From an optimization exercise on the open Yosys and OpenROAD flow, aimed at small area, a short achievable clock period and few clock cycles per item; shortcuts taken in it are not production practice. Power and IR drop assume default switching activity.

==> run a: inputs <==
==> flow/design.v <==
`timescale 1 ns / 1 ps
module smash_fifo #(
	parameter NUM_SRCS  = 4,
	parameter DATA_SIZE = 32
) (
	input i_clk, i_rst,
	input  [NUM_SRCS * DATA_SIZE - 1:0] i_data,
	input  [NUM_SRCS - 1:0]             i_sel,
	output [DATA_SIZE - 1:0]            o_data,
	input                               i_read,
	input                               i_write,
	output                              o_full
);
	reg [DATA_SIZE - 1:0] mem;
	reg full;
	wire [NUM_SRCS - 1:0] load = i_sel & {NUM_SRCS{!full}};
	reg  [DATA_SIZE - 1:0] mem_next;
	integer k;
	always @(*) begin
		mem_next = mem & {DATA_SIZE{full}};
		for (k = 0; k < NUM_SRCS; k = k + 1)
			mem_next = mem_next | ({DATA_SIZE{load[k]}} & i_data[k * DATA_SIZE +: DATA_SIZE]);
	end
	always @(posedge i_clk) begin
		mem <= mem_next;
	end
	always @(posedge i_clk) begin
		if (i_rst)
			full <= 1'b0;
		else if (i_write && !full)
			full <= 1'b1;
		else if (i_read)
			full <= 1'b0;
	end
	assign o_data = mem;
	assign o_full = full;
endmodule
`timescale 1 ns / 1 ps
module smash_noc #(
	parameter ADDR_SIZE       = 4,
	parameter DATA_SIZE       = 32,
	parameter NUM_ROWS        = 16,
	parameter NUM_COLUMNS     = 16,
	parameter ROUTER_ROW_ADDR = 6,
	parameter ROUTER_COL_ADDR = 9
) (
	input 					 i_clk, i_rst,
	input 					 i_ready_up,
	input [ADDR_SIZE - 1:0]  i_addr_row_up,
	input [ADDR_SIZE - 1:0]  i_addr_col_up,
	input [DATA_SIZE - 1:0]  i_data_up,
	input 					 i_valid_up,
	output 	 				 o_ready_up,
	output 					 o_valid_up,
	output [ADDR_SIZE - 1:0] o_addr_row_up,
	output [ADDR_SIZE - 1:0] o_addr_col_up,
	output [DATA_SIZE - 1:0] o_data_up,
	input 					 i_ready_down,
	input [ADDR_SIZE - 1:0]  i_addr_row_down,
	input [ADDR_SIZE - 1:0]  i_addr_col_down,
	input [DATA_SIZE - 1:0]  i_data_down,
	input 					 i_valid_down,
	output 	 				 o_ready_down,
	output 					 o_valid_down,
	output [ADDR_SIZE - 1:0] o_addr_row_down,
	output [ADDR_SIZE - 1:0] o_addr_col_down,
	output [DATA_SIZE - 1:0] o_data_down,
	input 					 i_ready_left,
	input [ADDR_SIZE - 1:0]  i_addr_row_left,
	input [ADDR_SIZE - 1:0]  i_addr_col_left,
	input [DATA_SIZE - 1:0]  i_data_left,
	input 					 i_valid_left,
	output 	 				 o_ready_left,
	output 					 o_valid_left,
	output [ADDR_SIZE - 1:0] o_addr_row_left,
	output [ADDR_SIZE - 1:0] o_addr_col_left,
	output [DATA_SIZE - 1:0] o_data_left,
	input 					 i_ready_right,
	input [ADDR_SIZE - 1:0]  i_addr_row_right,
	input [ADDR_SIZE - 1:0]  i_addr_col_right,
	input [DATA_SIZE - 1:0]  i_data_right,
	input 					 i_valid_right,
	output 	 				 o_ready_right,
	output 					 o_valid_right,
	output [ADDR_SIZE - 1:0] o_addr_row_right,
	output [ADDR_SIZE - 1:0] o_addr_col_right,
	output [DATA_SIZE - 1:0] o_data_right,
	input 					 pcpi_valid,
	input [31:0] 			 pcpi_insn,
	input [31:0] 			 pcpi_rs1,
	input [31:0] 			 pcpi_rs2,
	output 	 				 pcpi_wr,
	output [31:0] 			 pcpi_rd,
	output 					 pcpi_wait,
	output 	 				 pcpi_ready
);
	localparam FW = 2 * ADDR_SIZE + DATA_SIZE;
	wire [4:0] src_valid = {pcpi_valid && pcpi_insn[31], i_valid_left, i_valid_down,
	                        i_valid_right, i_valid_up};
	wire [ADDR_SIZE - 1:0] src_row [0:4];
	wire [ADDR_SIZE - 1:0] src_col [0:4];
	wire [FW - 1:0] src_flit [0:4];
	assign src_row[0] = i_addr_row_up;    assign src_col[0] = i_addr_col_up;
	assign src_row[1] = i_addr_row_right; assign src_col[1] = i_addr_col_right;
	assign src_row[2] = i_addr_row_down;  assign src_col[2] = i_addr_col_down;
	assign src_row[3] = i_addr_row_left;  assign src_col[3] = i_addr_col_left;
	assign src_row[4] = pcpi_rs2[ADDR_SIZE - 1:0];
	assign src_col[4] = pcpi_rs2[2 * ADDR_SIZE - 1:ADDR_SIZE];
	assign src_flit[0] = {i_addr_col_up,    i_addr_row_up,    i_data_up};
	assign src_flit[1] = {i_addr_col_right, i_addr_row_right, i_data_right};
	assign src_flit[2] = {i_addr_col_down,  i_addr_row_down,  i_data_down};
	assign src_flit[3] = {i_addr_col_left,  i_addr_row_left,  i_data_left};
	assign src_flit[4] = {src_col[4], src_row[4], pcpi_rs1};
	reg [4:0] dir [0:4];
	integer s;
	always @(*) begin
		for (s = 0; s < 5; s = s + 1) begin
			dir[s][0] = src_col[s] == ROUTER_COL_ADDR && src_row[s] > ROUTER_ROW_ADDR;
			dir[s][1] = src_col[s] > ROUTER_COL_ADDR;
			dir[s][2] = src_col[s] == ROUTER_COL_ADDR && src_row[s] < ROUTER_ROW_ADDR;
			dir[s][3] = src_col[s] < ROUTER_COL_ADDR;
			dir[s][4] = src_col[s] == ROUTER_COL_ADDR && src_row[s] == ROUTER_ROW_ADDR;
		end
	end
	reg [4:0] req [0:4];
	integer a, b;
	always @(*) begin
		for (a = 0; a < 5; a = a + 1)
			for (b = 0; b < 5; b = b + 1)
				req[a][b] = src_valid[b] && dir[b][a];
		req[4][4] = 1'b0;
	end
	reg [FW - 1:0] out_flit [0:3];
	reg [3:0] out_dir;
	integer x, k;
	always @(*) begin
		for (x = 0; x < 4; x = x + 1) begin
			out_flit[x] = {FW{1'b0}};
			for (k = 0; k < 5; k = k + 1)
				out_flit[x] = out_flit[x] | ({FW{grant[x][k]}} & src_flit[k]);
		end
		out_dir[0] = out_flit[0][FW - 1:FW - ADDR_SIZE] == ROUTER_COL_ADDR && out_flit[0][FW - ADDR_SIZE - 1:DATA_SIZE] > ROUTER_ROW_ADDR;
		out_dir[1] = out_flit[1][FW - 1:FW - ADDR_SIZE] > ROUTER_COL_ADDR;
		out_dir[2] = out_flit[2][FW - 1:FW - ADDR_SIZE] == ROUTER_COL_ADDR && out_flit[2][FW - ADDR_SIZE - 1:DATA_SIZE] < ROUTER_ROW_ADDR;
		out_dir[3] = out_flit[3][FW - 1:FW - ADDR_SIZE] < ROUTER_COL_ADDR;
	end
	wire [4:0] out_ready;
	reg  [4:0] grant [0:4];
	wire [4:0] out_valid;
	wire [4:0] out_take;
	wire loc_full;
	wire pcpi_recv = pcpi_valid && !pcpi_insn[31];
	assign out_ready = {!loc_full, i_ready_left, i_ready_down, i_ready_right, i_ready_up};
	genvar o;
	generate
		for (o = 0; o < 5; o = o + 1) begin : g_out
			wire [4:0] oth = req[o] & ~grant[o];
			wire [4:0] pick;
			assign pick[4] = oth[4];
			assign pick[3] = oth[3] && !oth[4];
			assign pick[2] = oth[2] && !(|oth[4:3]);
			assign pick[1] = oth[1] && !(|oth[4:2]);
			assign pick[0] = oth[0] && !(|oth[4:1]);
			assign out_valid[o] = o < 4 ? (|(grant[o] & src_valid)) && out_dir[o] : |(grant[o] & req[o]);
			assign out_take[o]  = out_valid[o] && out_ready[o];
			always @(posedge i_clk) begin
				if (i_rst)
					grant[o] <= 5'd1 << (o == 4 ? 0 : (o + 2) % 4);
				else if (!(out_valid[o] && !out_ready[o])) begin
					if (|oth)
						grant[o] <= pick;
					else if (o < 4 && !out_valid[o])
						grant[o] <= 5'b10000;
				end
			end
		end
	endgenerate
	smash_fifo #(4, DATA_SIZE) lane_fifo_center (
		.i_clk   (i_clk),
		.i_rst   (i_rst),
		.i_data  ({i_data_left, i_data_down, i_data_right, i_data_up}),
		.i_sel   (grant[4][3:0]),
		.o_data  (pcpi_rd),
		.i_read  (pcpi_recv),
		.i_write (out_valid[4]),
		.o_full  (loc_full)
	);
	assign o_valid_up    = out_valid[0];
	assign o_valid_right = out_valid[1];
	assign o_valid_down  = out_valid[2];
	assign o_valid_left  = out_valid[3];
	assign {o_addr_col_up,    o_addr_row_up,    o_data_up}    = out_flit[0];
	assign {o_addr_col_right, o_addr_row_right, o_data_right} = out_flit[1];
	assign {o_addr_col_down,  o_addr_row_down,  o_data_down}  = out_flit[2];
	assign {o_addr_col_left,  o_addr_row_left,  o_data_left}  = out_flit[3];
	reg [4:0] src_take;
	integer y, z;
	always @(*) begin
		for (y = 0; y < 5; y = y + 1) begin
			src_take[y] = 1'b0;
			for (z = 0; z < 5; z = z + 1)
				src_take[y] = src_take[y] | (dir[y][z] && grant[z][y] && out_ready[z]);
		end
	end
	assign o_ready_up    = src_take[0];
	assign o_ready_right = src_take[1];
	assign o_ready_down  = src_take[2];
	assign o_ready_left  = src_take[3];
	assign pcpi_ready = pcpi_insn[31] ? (src_take[4] || dir[4][4]) : loc_full;
	assign pcpi_wr    = !pcpi_insn[31];
	assign pcpi_wait  = pcpi_valid && !pcpi_ready;
endmodule
==> flow/flow/run.sh <==
#!/bin/bash
# Standard ORFS flow, with small buffers on the ports instead of the
# delay cells buffer_ports picks by default.
set -o pipefail
bash standard.sh BUFFER_PORTS_ARGS="-buffer_cell sky130_fd_sc_hd__buf_1" finish > flow.log 2>&1
==> flow/standard.sh <==
#!/bin/bash
# synth_recipe.tcl (not shown) runs the flow's synth.tcl, then flattens the netlist and writes it again
# the make line also repeats each setting of config.mk as NAME=value (left out here)
make -C /OpenROAD-flow-scripts/flow DESIGN_CONFIG=/design/flow/config.mk WORK_HOME=/design/flow/orfs CLKGATE_MAP_FILE= SYNTH_SCRIPT=/design/flow/synth_recipe.tcl "${@:-finish}"
==> flow/config.mk <==
export PLATFORM = sky130hd
export DESIGN_NAME = smash_noc
export DESIGN_NICKNAME = smash_noc
export VERILOG_FILES = /design/flow/design.v
export SDC_FILE = /design/flow/constraint.sdc
export NUM_CORES = 4
export LEC_CHECK = 0
export CAP_MARGIN = 20
export CORE_MARGIN = 2
export CORE_UTILIZATION = 30
export PLACE_DENSITY = 0.5
export SETUP_SLACK_MARGIN = 2.15
export SLEW_MARGIN = 20
==> flow/constraint.sdc <==
create_clock -name core_clock -period 6.0 [get_ports {i_clk}]
set_input_delay 1.2000 -clock core_clock [delete_from_list [all_inputs] [get_ports {i_clk}]]
set_output_delay 1.2000 -clock core_clock [all_outputs]
set_load 0.01 [all_outputs]
==> inputs of run b, as changes to run a <==
==> flow/design.v, changed modules only <==
module smash_fifo #(
	parameter ADDR_SIZE = 0,
	parameter DATA_SIZE = 32
) (
	input i_clk, i_rst,
	input  [DATA_SIZE - 1:0] i_data,
	output [DATA_SIZE - 1:0] o_data,
	input                    i_read,
	input                    i_write,
	output                   o_full,
	output                   o_empty
);
	reg [DATA_SIZE - 1:0] mem;
	reg full;
	assign o_data  = mem;
	assign o_full  = full;
	assign o_empty = !full;
	always @(posedge i_clk) begin
		if (i_write && !full) begin
			mem <= i_data;
		end
	end
	always @(posedge i_clk) begin
		if (i_rst) begin
			full <= 1'b0;
		end else if (i_write && !full) begin
			full <= 1'b1;
		end else if (i_read) begin
			full <= 1'b0;
		end
	end
endmodule
module smash_noc #(
	parameter ADDR_SIZE       = 4,
	parameter DATA_SIZE       = 32,
	parameter NUM_ROWS        = 16,
	parameter NUM_COLUMNS     = 16,
	parameter ROUTER_ROW_ADDR = 6,
	parameter ROUTER_COL_ADDR = 9
) (
	input 					 i_clk, i_rst,
	input 					 i_ready_up,
	input [ADDR_SIZE - 1:0]  i_addr_row_up,
	input [ADDR_SIZE - 1:0]  i_addr_col_up,
	input [DATA_SIZE - 1:0]  i_data_up,
	input 					 i_valid_up,
	output 	 				 o_ready_up,
	output 					 o_valid_up,
	output [ADDR_SIZE - 1:0] o_addr_row_up,
	output [ADDR_SIZE - 1:0] o_addr_col_up,
	output [DATA_SIZE - 1:0] o_data_up,
	input 					 i_ready_down,
	input [ADDR_SIZE - 1:0]  i_addr_row_down,
	input [ADDR_SIZE - 1:0]  i_addr_col_down,
	input [DATA_SIZE - 1:0]  i_data_down,
	input 					 i_valid_down,
	output 	 				 o_ready_down,
	output 					 o_valid_down,
	output [ADDR_SIZE - 1:0] o_addr_row_down,
	output [ADDR_SIZE - 1:0] o_addr_col_down,
	output [DATA_SIZE - 1:0] o_data_down,
	input 					 i_ready_left,
	input [ADDR_SIZE - 1:0]  i_addr_row_left,
	input [ADDR_SIZE - 1:0]  i_addr_col_left,
	input [DATA_SIZE - 1:0]  i_data_left,
	input 					 i_valid_left,
	output 	 				 o_ready_left,
	output 					 o_valid_left,
	output [ADDR_SIZE - 1:0] o_addr_row_left,
	output [ADDR_SIZE - 1:0] o_addr_col_left,
	output [DATA_SIZE - 1:0] o_data_left,
	input 					 i_ready_right,
	input [ADDR_SIZE - 1:0]  i_addr_row_right,
	input [ADDR_SIZE - 1:0]  i_addr_col_right,
	input [DATA_SIZE - 1:0]  i_data_right,
	input 					 i_valid_right,
	output 	 				 o_ready_right,
	output 					 o_valid_right,
	output [ADDR_SIZE - 1:0] o_addr_row_right,
	output [ADDR_SIZE - 1:0] o_addr_col_right,
	output [DATA_SIZE - 1:0] o_data_right,
	input 					 pcpi_valid,
	input [31:0] 			 pcpi_insn,
	input [31:0] 			 pcpi_rs1,
	input [31:0] 			 pcpi_rs2,
	output 	 				 pcpi_wr,
	output [31:0] 			 pcpi_rd,
	output 					 pcpi_wait,
	output 	 				 pcpi_ready
);
	localparam FW = 2 * ADDR_SIZE + DATA_SIZE;
	wire [4:0] src_valid = {pcpi_valid && pcpi_insn[31], i_valid_left, i_valid_down,
	                        i_valid_right, i_valid_up};
	wire [ADDR_SIZE - 1:0] src_row [0:4];
	wire [ADDR_SIZE - 1:0] src_col [0:4];
	wire [FW - 1:0] src_flit [0:4];
	assign src_row[0] = i_addr_row_up;    assign src_col[0] = i_addr_col_up;
	assign src_row[1] = i_addr_row_right; assign src_col[1] = i_addr_col_right;
	assign src_row[2] = i_addr_row_down;  assign src_col[2] = i_addr_col_down;
	assign src_row[3] = i_addr_row_left;  assign src_col[3] = i_addr_col_left;
	assign src_row[4] = pcpi_rs2[ADDR_SIZE - 1:0];
	assign src_col[4] = pcpi_rs2[2 * ADDR_SIZE - 1:ADDR_SIZE];
	assign src_flit[0] = {i_addr_col_up,    i_addr_row_up,    i_data_up};
	assign src_flit[1] = {i_addr_col_right, i_addr_row_right, i_data_right};
	assign src_flit[2] = {i_addr_col_down,  i_addr_row_down,  i_data_down};
	assign src_flit[3] = {i_addr_col_left,  i_addr_row_left,  i_data_left};
	assign src_flit[4] = {src_col[4], src_row[4], pcpi_rs1};
	reg [4:0] dir [0:4];
	integer s;
	always @(*) begin
		for (s = 0; s < 5; s = s + 1) begin
			dir[s][0] = src_col[s] == ROUTER_COL_ADDR && src_row[s] > ROUTER_ROW_ADDR;
			dir[s][1] = src_col[s] > ROUTER_COL_ADDR;
			dir[s][2] = src_col[s] == ROUTER_COL_ADDR && src_row[s] < ROUTER_ROW_ADDR;
			dir[s][3] = src_col[s] < ROUTER_COL_ADDR;
			dir[s][4] = src_col[s] == ROUTER_COL_ADDR && src_row[s] == ROUTER_ROW_ADDR;
		end
	end
	reg [4:0] req [0:4];
	integer a, b;
	always @(*) begin
		for (a = 0; a < 5; a = a + 1)
			for (b = 0; b < 5; b = b + 1)
				req[a][b] = src_valid[b] && dir[b][a];
		req[4][4] = 1'b0;
	end
	wire [4:0] out_ready;
	reg  [4:0] grant [0:4];
	wire [4:0] out_valid;
	wire [4:0] out_take;
	reg  loc_full;
	wire pcpi_recv = pcpi_valid && !pcpi_insn[31];
	assign out_ready = {!loc_full, i_ready_left, i_ready_down, i_ready_right, i_ready_up};
	wire [4:0] cpu_win;
	wire [4:0] sel [0:4];
	genvar o;
	generate
		for (o = 0; o < 5; o = o + 1) begin : g_out
			reg nb_lock;
			wire cpu = o < 4 && req[o][4] && !nb_lock;
			wire [3:0] oth = req[o][3:0] & ~grant[o][3:0];
			wire [3:0] pick;
			assign pick[3] = oth[3];
			assign pick[2] = oth[2] && !oth[3];
			assign pick[1] = oth[1] && !(|oth[3:2]);
			assign pick[0] = oth[0] && !(|oth[3:1]);
			wire nb_shown = !cpu && |(grant[o][3:0] & req[o][3:0]);
			assign cpu_win[o] = cpu;
			assign sel[o] = {cpu, grant[o][3:0] & {4{!cpu}}};
			assign out_valid[o] = cpu || nb_shown;
			assign out_take[o]  = out_valid[o] && out_ready[o];
			always @(posedge i_clk) begin
				if (i_rst) begin
					grant[o] <= 5'd1 << (o == 4 ? 0 : (o + 2) % 4);
					nb_lock  <= 1'b0;
				end else begin
					nb_lock <= nb_shown && !out_ready[o];
					if (!(nb_shown && !out_ready[o]) && |oth)
						grant[o] <= {1'b0, pick};
				end
			end
		end
	endgenerate
	reg [FW - 1:0] out_flit [0:3];
	integer x, k;
	always @(*) begin
		for (x = 0; x < 4; x = x + 1) begin
			out_flit[x] = {FW{1'b0}};
			for (k = 0; k < 5; k = k + 1)
				out_flit[x] = out_flit[x] | ({FW{sel[x][k]}} & src_flit[k]);
		end
	end
	reg  [DATA_SIZE - 1:0] loc_data;
	wire [3:0] loc_load = grant[4][3:0] & {4{!loc_full}};
	reg  [DATA_SIZE - 1:0] loc_next;
	integer m;
	always @(*) begin
		loc_next = loc_data & {DATA_SIZE{loc_full}};
		for (m = 0; m < 4; m = m + 1)
			loc_next = loc_next | ({DATA_SIZE{loc_load[m]}} & src_flit[m][DATA_SIZE - 1:0]);
	end
	always @(posedge i_clk) begin
		loc_data <= loc_next;
	end
	always @(posedge i_clk) begin
		if (i_rst)
			loc_full <= 1'b0;
		else if (out_take[4])
			loc_full <= 1'b1;
		else if (pcpi_recv)
			loc_full <= 1'b0;
	end
	assign pcpi_rd = loc_data;
	assign o_valid_up    = out_valid[0];
	assign o_valid_right = out_valid[1];
	assign o_valid_down  = out_valid[2];
	assign o_valid_left  = out_valid[3];
	assign {o_addr_col_up,    o_addr_row_up,    o_data_up}    = out_flit[0];
	assign {o_addr_col_right, o_addr_row_right, o_data_right} = out_flit[1];
	assign {o_addr_col_down,  o_addr_row_down,  o_data_down}  = out_flit[2];
	assign {o_addr_col_left,  o_addr_row_left,  o_data_left}  = out_flit[3];
	reg [4:0] src_take;
	integer y, z;
	always @(*) begin
		for (y = 0; y < 5; y = y + 1) begin
			src_take[y] = 1'b0;
			for (z = 0; z < 5; z = z + 1)
				src_take[y] = src_take[y] | (dir[y][z] && sel[z][y] && out_ready[z]);
		end
	end
	assign o_ready_up    = src_take[0];
	assign o_ready_right = src_take[1];
	assign o_ready_down  = src_take[2];
	assign o_ready_left  = src_take[3];
	assign pcpi_ready = pcpi_insn[31] ? (src_take[4] || dir[4][4]) : loc_full;
	assign pcpi_wr    = !pcpi_insn[31];
	assign pcpi_wait  = pcpi_valid && !pcpi_ready;
endmodule
- SETUP_SLACK_MARGIN: 2.15 -> 2.6
==> results.txt <==
quantity                                                                      run b          run a
Post-CTS setup buffers                                                           44              9
Biggest fanout along the worst timing path                                        6              8
Internal power consumption                                                  1.28 mW       0.967 mW
Met1 layer wirelength in the final routing                                  21.6 mm        18.2 mm
Clock period minus final worst setup slack                                  4.10 ns        3.91 ns
Number of antenna violations at the first check in global routing                 0              3
Final weighted congestion in routability-driven placement                     0.937          0.923
Crit path from                                                          pcpi_rs2[0]  i_valid_right
Layout non-clock buf frac                                                     26.9%          19.5%
Post-Synth Simple-Gate Area                                                   22.3%          22.7%
Most frequent standard cell in the layout excluding fill and tap cells      a22oi_1          buf_1
Register area                                                              1160 um2       1170 um2
Non-CTS inverters                                                                10              8
Delay contributed by the slowest stage of the critical path                 0.55 ns        0.52 ns
Overall Global Routing Usage                                                  39.4%          33.6%
Outcome                                            no timing/DRC/antenna violations  no timing/DRC/antenna violations
Global routing usage on met2                                                  63.9%          51.2%
No functional check of the RTL was part of any run of this note.

separate check: timing with driven ports:
No port has a modelled driver above. Below, the same layouts with a new extraction and two added sets of constraints.
Step 1 (the two cells are an assumption about what drives the block):
set clk [get_ports {i_clk}]
set_driving_cell -lib_cell sky130_fd_sc_hd__clkbuf_16 $clk
set_driving_cell -lib_cell sky130_fd_sc_hd__buf_2 [delete_from_list [all_inputs] $clk]
Step 2, shift: input delay + t, output delay - t, t = (earliest + latest rising clock arrival at the registers) / 2. This alone moves slack from input paths to output paths.
Slacks: ideal ports / drivers / drivers and shift; pairs: ideal ports / drivers.
| run | shift t [ns] | setup slack, ns | worst setup path after step 2 | slew at the worst register clock pin (ns) |
|---|---|---|---|---|
| run a | 0.382 | 2.091 / 2.063 / 2.063 | input to output | 0.06 / 0.06 |
| run b | 0.392 | 1.902 / 1.865 / 1.865 | input to output | 0.07 / 0.07 |
After both steps setup and hold are still met in every run listed. For run b, which loses most, drivers alone change the setup slack by -0.037 ns; drivers and shift together by -0.037 ns.
